What follows belongs to an exercise in optimizing a design on an open flow for small area; a production flow would make more cautious choices.
Function was checked by simulation only, so behaviour that the tests miss may differ from the original.

==> inputs of build 81 <==
## macrow4
module macrow4(
	input clk, 
	input reset_n, 
	input enX, 
	input [3:0] enW, 
	input [15:0] X_i, W_i,
	output valid_o, 
	output [15:0] Y_o
);
export LEC_CHECK = 0
export ABC_AREA = 1
export CAP_MARGIN = 20
export CORE_MARGIN = 2
export CORE_UTILIZATION = 40
export SLEW_MARGIN = 20
create_clock -name core_clock -period 24.0 [get_ports {clk}]
run.sh (not shown) runs the stock make flow with config.mk's settings and CLKGATE_MAP_FILE= SYNTH_SCRIPT=/design/flow/synth_recipe.tcl, a recipe that flattens the netlist after the stock synthesis.
==> trial 11 (differences from build 81) <==
--- a/flow/design.v
+++ b/flow/design.v
@@ -36,32 +36,32 @@
 	LZdetect4 u32 (IN[7:4], V_Upper, P_Upper);
 	LZdetect4 u10 (IN[3:0], V_Lower, P_Lower);
 	assign VALID = V_Upper | V_Lower;
 	assign POSITION[2] = ~V_Upper;
 	assign POSITION[1:0] = V_Upper? P_Upper : P_Lower;
 endmodule
 module FP_NORM(
 	input [15:0] in_i,
-	output [16:0] out_o
+	output [15:0] out_o                
 );
 	wire [4:0] E = in_i[14:10];
 	wire [9:0] M = in_i[9:0];
 	reg [3:0] lz;
 	integer k;
 	always @* begin
 		lz = 4'd0;
 		for (k = 0; k < 10; k = k + 1)
 			if (M[k]) lz = 4'd9 - k[3:0];
 	end
 	wire [9:0] Msh = M << lz;           
 	wire nz = |E;
 	wire [5:0] q = nz ? {1'b1, E} : ((|M) ? (6'd32 - {2'b00, lz}) : 6'd0);
 	wire [9:0] m = nz ? M : {Msh[8:0], 1'b0};
-	assign out_o = {in_i[15], q, ~m};
+	assign out_o = {q, ~m};
 endmodule
 module FP_MUL(
 	input [16:0] opA_i, opB_i,
 	input [9:0] mA_i, mB_i,             
 	output [15:0] MUL_o
 );
 	wire sA = opA_i[16], sB = opB_i[16];
 	wire [5:0] qA = opA_i[15:10], qB = opB_i[15:10];
@@ -90,33 +90,32 @@
 		assign Ep[i] = qx[i] ^ K[i] ^ ck[i];
 		assign ck[i+1] = (qx[i] & K[i]) | (ck[i] & (qx[i] ^ K[i]));
 	end endgenerate
 	wire lz0 = ~denA & ~denB & Ph[12];
 	wire Epos = ~Ep[7] & (|Ep[6:0]);
 	wire Ege31 = ~Ep[7] & ((|Ep[6:5]) | (&Ep[4:0]));
 	wire den = ~lz0 & ~Epos;
 	wire [4:0] expo = lz0 ? (Ege31 ? 5'd31 : Ep[4:0]) : (Epos ? Ep[4:0] : 5'd0);
-	wire [7:0] nE = ~Ep;
-	wire [7:0] sh;
-	wire [7:0] cs;
-	assign sh[0] = nE[0];
-	assign cs[1] = 1'b1;
-	generate for (i = 1; i < 8; i = i + 1) begin : g_sh
-		assign sh[i] = nE[i] ^ cs[i];
-		if (i < 7) begin : g_c
-			assign cs[i+1] = nE[i] & cs[i];
-		end
-	end endgenerate
-	wire [11:0] N = lzn ? Ph[11:0] : Ph[12:1];
-	wire [11:0] r1 = sh[0] ? {1'b0, N[11:1]} : N;
-	wire [11:0] r2 = sh[1] ? {2'b0, r1[11:2]} : r1;
-	wire [11:0] r3 = sh[2] ? {4'b0, r2[11:4]} : r2;
-	wire [11:0] r4 = sh[3] ? {8'b0, r3[11:8]} : r3;
-	wire [11:0] D = den ? ((|sh[7:4]) ? 12'd0 : r4) : N;
+	wire [6:0] nq = ~qs;
+	wire [6:0] k80 = 7'd81;
+	wire [6:0] am;
+	wire [7:0] ca;
+	assign ca[0] = 1'b0;
+	generate for (i = 0; i < 7; i = i + 1) begin : g_am
+		assign am[i] = nq[i] ^ k80[i] ^ ca[i];
+		assign ca[i+1] = (nq[i] & k80[i]) | (ca[i] & (nq[i] ^ k80[i]));
+	end endgenerate
+	wire [3:0] amt = den ? am[3:0] : {3'b000, Ph[12]};
+	wire big = den & (|am[6:4]);
+	wire [12:0] r1 = amt[0] ? {1'b0, Ph[12:1]} : Ph;
+	wire [12:0] r2 = amt[1] ? {2'b0, r1[12:2]} : r1;
+	wire [12:0] r3 = amt[2] ? {4'b0, r2[12:4]} : r2;
+	wire [11:0] r4 = amt[3] ? {4'b0, r3[12:8]} : r3[11:0];
+	wire [11:0] D = big ? 12'd0 : r4;
 	wire [10:0] X11 = D[11:1];
 	wire rb = D[0];
 	wire [11:0] T;
 	wire [11:0] cr;
 	assign cr[0] = rb;
 	generate for (i = 0; i < 11; i = i + 1) begin : g_r
 		HA_CELL hr(.a(X11[i]), .b(cr[i]), .s(T[i]), .co(cr[i+1]));
 	end endgenerate
@@ -309,41 +308,40 @@
 	wire t181 = ~(na[0] | nb[1]) & ~(na[1] | nb[0]);
 	wire t182 = (t145 & ~(na[2] | nb[0])) | (t181 & (t145 | ~(na[2] | nb[0])));
 	wire t183 = (t146 & t147) | (t182 & (t146 | t147));
 	wire t184 = (t148 & t149) | (t183 & (t148 | t149));
 	wire t185 = (t150 & t151) | (t184 & (t150 | t151));
 	wire t186 = (t152 & t153) | (t185 & (t152 | t153));
 	wire t187 = (t154 & t155) | (t186 & (t154 | t155));
 	wire t188 = (t156 & t157) | (t187 & (t156 | t157));
-	wire t189, t190;
-	FA_CELL f_t189(.a(t158), .b(t159), .c(t188), .s(t189), .co(t190));
-	wire t191, t192;
-	FA_CELL f_t191(.a(t160), .b(t161), .c(t190), .s(t191), .co(t192));
-	wire t193, t194;
-	FA_CELL f_t193(.a(t162), .b(t163), .c(t192), .s(t193), .co(t194));
-	wire t195, t196;
-	FA_CELL f_t195(.a(t164), .b(t165), .c(t194), .s(t195), .co(t196));
-	wire t197, t198;
-	FA_CELL f_t197(.a(t166), .b(t167), .c(t196), .s(t197), .co(t198));
-	wire t199, t200;
-	FA_CELL f_t199(.a(t168), .b(t169), .c(t198), .s(t199), .co(t200));
-	wire t201, t202;
-	FA_CELL f_t201(.a(t170), .b(t171), .c(t200), .s(t201), .co(t202));
-	wire t203, t204;
-	FA_CELL f_t203(.a(t172), .b(t173), .c(t202), .s(t203), .co(t204));
-	wire t205, t206;
-	FA_CELL f_t205(.a(t174), .b(t175), .c(t204), .s(t205), .co(t206));
-	wire t207, t208;
-	FA_CELL f_t207(.a(t176), .b(t177), .c(t206), .s(t207), .co(t208));
-	wire t209, t210;
-	FA_CELL f_t209(.a(t178), .b(t179), .c(t208), .s(t209), .co(t210));
-	wire t211 = ~(t180 ^ t210);
-	wire t212 = t180 | t210;
-	assign p = {t212, t211, t209, t207, t205, t203, t201, t199, t197, t195, t193, t191, t189};
+	wire t190;
+	FA_CELL f_t189(.a(t158), .b(t159), .c(t188), .s(p[0]), .co(t190));
+	wire t192;
+	FA_CELL f_t191(.a(t160), .b(t161), .c(t190), .s(p[1]), .co(t192));
+	wire t194;
+	FA_CELL f_t193(.a(t162), .b(t163), .c(t192), .s(p[2]), .co(t194));
+	wire t196;
+	FA_CELL f_t195(.a(t164), .b(t165), .c(t194), .s(p[3]), .co(t196));
+	wire t198;
+	FA_CELL f_t197(.a(t166), .b(t167), .c(t196), .s(p[4]), .co(t198));
+	wire t200;
+	FA_CELL f_t199(.a(t168), .b(t169), .c(t198), .s(p[5]), .co(t200));
+	wire t202;
+	FA_CELL f_t201(.a(t170), .b(t171), .c(t200), .s(p[6]), .co(t202));
+	wire t204;
+	FA_CELL f_t203(.a(t172), .b(t173), .c(t202), .s(p[7]), .co(t204));
+	wire t206;
+	FA_CELL f_t205(.a(t174), .b(t175), .c(t204), .s(p[8]), .co(t206));
+	wire t208;
+	FA_CELL f_t207(.a(t176), .b(t177), .c(t206), .s(p[9]), .co(t208));
+	wire t210;
+	FA_CELL f_t209(.a(t178), .b(t179), .c(t208), .s(p[10]), .co(t210));
+	assign p[11] = ~(t180 ^ t210);
+	assign p[12] = t180 | t210;
 endmodule
 module FP_ADD(
 	input [15:0] opA_i, opB_i,
 	output [15:0] ADD_o
 );
 	wire SA = opA_i[15], SB = opB_i[15];
 	wire [4:0] EA = opA_i[14:10], EB = opB_i[14:10];
 	wire sat = (&EA) | (&EB);
@@ -362,24 +360,29 @@
 	wire sub = SA ^ SB;
 	wire [5:0] cd;
 	wire [4:0] d;
 	assign cd[0] = 1'b1;
 	generate for (i = 0; i < 5; i = i + 1) begin : g_d
 		FA_CELL fd(.a(Ebig[i]), .b(~Esml[i]), .c(cd[i]), .s(d[i]), .co(cd[i+1]));
 	end endgenerate
 	wire [10:0] ssig = {|Esml, sml[9:0]};
-	wire [21:0] a0 = {1'b0, ssig, 10'b0};
-	wire [21:0] a1 = d[4] ? {16'b0, a0[21:16]} : a0;
-	wire [21:0] a2 = d[3] ? {8'b0, a1[21:8]} : a1;
-	wire [21:0] a3 = d[2] ? {4'b0, a2[21:4]} : a2;
-	wire [21:0] a4 = d[1] ? {2'b0, a3[21:2]} : a3;
-	wire [21:0] a5 = d[0] ? {1'b0, a4[21:1]} : a4;
-	wire [13:0] smlw = a5[21:8];
-	wire sticky = |a5[7:0];
+	wire [12:0] a0 = {ssig, 2'b00};
+	wire [12:0] a1 = d[0] ? {1'b0, a0[12:1]} : a0;
+	wire [12:0] a2 = d[1] ? {2'b0, a1[12:2]} : a1;
+	wire [12:0] a3 = d[2] ? {4'b0, a2[12:4]} : a2;
+	wire [12:0] a4 = d[3] ? {8'b0, a3[12:8]} : a3;
+	wire [13:0] smlw = d[4] ? 14'd0 : {1'b0, a4};
+	reg sticky;
+	integer j;
+	always @* begin
+		sticky = 1'b0;
+		for (j = 0; j < 11; j = j + 1)
+			if ((d >= j + 3) && (d <= j + 10)) sticky = sticky | ssig[j];
+	end
 	wire [13:0] bigw = {1'b0, |Ebig, big[9:0], 2'b00};
 	wire [13:0] y = smlw ^ {14{sub}};
 	wire [13:0] cm;
 	wire [13:0] MR;
 	assign cm[0] = sub & ~sticky;
 	assign MR[0] = y[0] ^ cm[0];
 	assign cm[1] = y[0] & cm[0];
 	assign MR[1] = y[1] ^ cm[1];
@@ -464,19 +467,21 @@
 	input clk, 
 	input reset_n, 
 	input enX, 
 	input [3:0] enW, 
 	input [15:0] X_i, W_i,
 	output valid_o, 
 	output [15:0] Y_o
 );
-	wire [16:0] xn, wn;
-	FP_NORM nx(.in_i(X_i), .out_o(xn));
-	FP_NORM nw(.in_i(W_i), .out_o(wn));
+	wire [15:0] xq, wq;
+	FP_NORM nx(.in_i(X_i), .out_o(xq));
+	FP_NORM nw(.in_i(W_i), .out_o(wq));
+	wire [16:0] xn = {X_i[15], xq};
+	wire [16:0] wn = {W_i[15], wq};
 	reg [16:0] Xin;
 	reg [16:0] W0, W1, W2, W3;
 	reg [15:0] M0, M1, M2, M3;
 	reg [15:0] S0, S1, S2, S3;
 	reg [2:0] count;
 	reg v1, v2;
 	always @(posedge clk)
 		if (enX) Xin <= xn;
@@ -498,17 +503,18 @@
 	end
 	wire [9:0] xm = ~Xin[9:0];
 	wire [9:0] w0m = ~W0[9:0], w1m = ~W1[9:0], w2m = ~W2[9:0], w3m = ~W3[9:0];
 	wire [15:0] m0, m1, m2, m3, s0, s1, s2, s3;
 	FP_MUL u1(.opA_i(Xin), .opB_i(W0), .mA_i(xm), .mB_i(w0m), .MUL_o(m0));
 	FP_MUL u2(.opA_i(Xin), .opB_i(W1), .mA_i(xm), .mB_i(w1m), .MUL_o(m1));
 	FP_MUL u3(.opA_i(Xin), .opB_i(W2), .mA_i(xm), .mB_i(w2m), .MUL_o(m2));
 	FP_MUL u4(.opA_i(Xin), .opB_i(W3), .mA_i(xm), .mB_i(w3m), .MUL_o(m3));
-	FP_ADD0 a1(.opA_i(M0), .ADD_o(s0));
+	wire [4:0] e0 = M0[14:10];
+	assign s0 = (&e0) ? 16'h7C00 : (|e0) ? M0 : {M0[15] & (|M0[9:0]), 14'b0, &M0[9:0]};
 	FP_ADD  a2(.opA_i(M1), .opB_i(S0), .ADD_o(s1));
 	FP_ADD  a3(.opA_i(M2), .opB_i(S1), .ADD_o(s2));
 	FP_ADD  a4(.opA_i(M3), .opB_i(S2), .ADD_o(s3));
 	always @(posedge clk) begin
 		M0 <= m0;
 		M1 <= m1;
 		M2 <= m2;
 		M3 <= m3;
==> flow/flow/run.sh (new file) <==
#!/bin/bash
set -o pipefail
here=$(pwd)
cp standard.sh standard_sh.copy.log
rm -rf "$here/scripts_mod"
cp -r "$FLOW_HOME/scripts" "$here/scripts_mod"
cp "$here/flow/abc_area.script" "$here/scripts_mod/abc_area.script"
export SCRIPTS_DIR="$here/scripts_mod"
export BUFFER_PORTS_ARGS="-buffer_cell sky130_fd_sc_hd__buf_1"
export CTS_ARGS="-sink_clustering_enable -repair_clock_nets -dont_use_dummy_load -buf_list sky130_fd_sc_hd__clkbuf_16 -sink_clustering_size 24 -sink_clustering_max_diameter 60"
bash standard.sh > standard.log 2>&1
status=$?
cp -r orfs/logs tool_logs 2>/dev/null
exit $status
==> flow/flow/abc_area.script (new file) <==
strash
dc2
dch -f
amap
topo
==> flow/standard.sh (new file) <==
#!/bin/bash
# synth_recipe.tcl (not shown) runs the flow's synth.tcl, then flattens the netlist and writes it again
# the make line also repeats each setting of config.mk as NAME=value (left out here)
make -C /OpenROAD-flow-scripts/flow DESIGN_CONFIG=/design/flow/config.mk WORK_HOME=/design/flow/orfs CLKGATE_MAP_FILE= SYNTH_SCRIPT=/design/flow/synth_recipe.tcl "${@:-finish}"
SYNTH_HIERARCHICAL = 1   (was not set)
removed: flow/run.sh
==> qor summary <==
| item | trial 11 | build 81 |
|---|---|---|
| M1 GR Usage | 0.286 | 0.304 |
| Outcome | timing/DRC/antenna clean | timing/DRC/antenna clean |
| Multi-input combinational area share | 0.719 | 0.687 |
| Non-filler cells, final | 4413 | 5915 |
| GR Layer Usage met2 | 0.386 | 0.368 |
| Normalized max-slew margin | 0.330 | 0.234 |
| DIE AREA | 74800 um^2 | 87100 um^2 |
| Post-synthesis average cell area | 8.66 um^2 | 7.03 um^2 |
| Cell count after synthesis | 3356 | 4818 |
| Critical path endpoint | S1[1] | M2[9] |
| Critical path startpoint | M1[2] | Xin[2] |
| Height of the die | 274 um | 295 um |
| Largest net degree at the start of global routing | 74 | 69 |
| Multi-input logic area | 22500 um^2 | 25000 um^2 |
| Required time of the critical path | 24.36 ns | 24.49 ns |
| Worst Tran Pin Value | 1.00 ns | 1.14 ns |
| Sequential fraction of the synthesis area | 0.169 | 0.145 |
| Via count of the first global-routing pass | 25674 | 29353 |
| Comb_multi_in | 2705 | 3537 |

-- separate check: timing with driven ports --
The results above use ideal ports. As a check the final layouts listed here were re-extracted and re-timed, cells and wires unchanged. Step 1 sets driving cells, clkbuf_16 on the clock port and buf_2 on the other inputs (assumed; they add their load-dependent delay and slew). Step 2 times the ports against the registers' clock, not the clock port: input delays grow and output delays shrink by t, the midpoint of the rising clock arrivals with the driver on. Three values: ideal ports, drivers, drivers and shift; two values: the first two.
| run | t (ns) | slack for setup (ns) | hold WS [ns] | worst slew at a driven data input, ns | cell pins on the clock port's net |
|---|---|---|---|---|---|
| build 81 | 0.642 | 8.966 / 8.966 / 8.966 | 0.352 / 0.352 / 0.352 | 0.03 | 1 |
| trial 11 | 0.590 | 5.323 / 5.323 / 5.323 | 0.347 / 0.347 / 0.347 | 0.04 | 1 |
After both steps setup and hold are still met in every run listed.
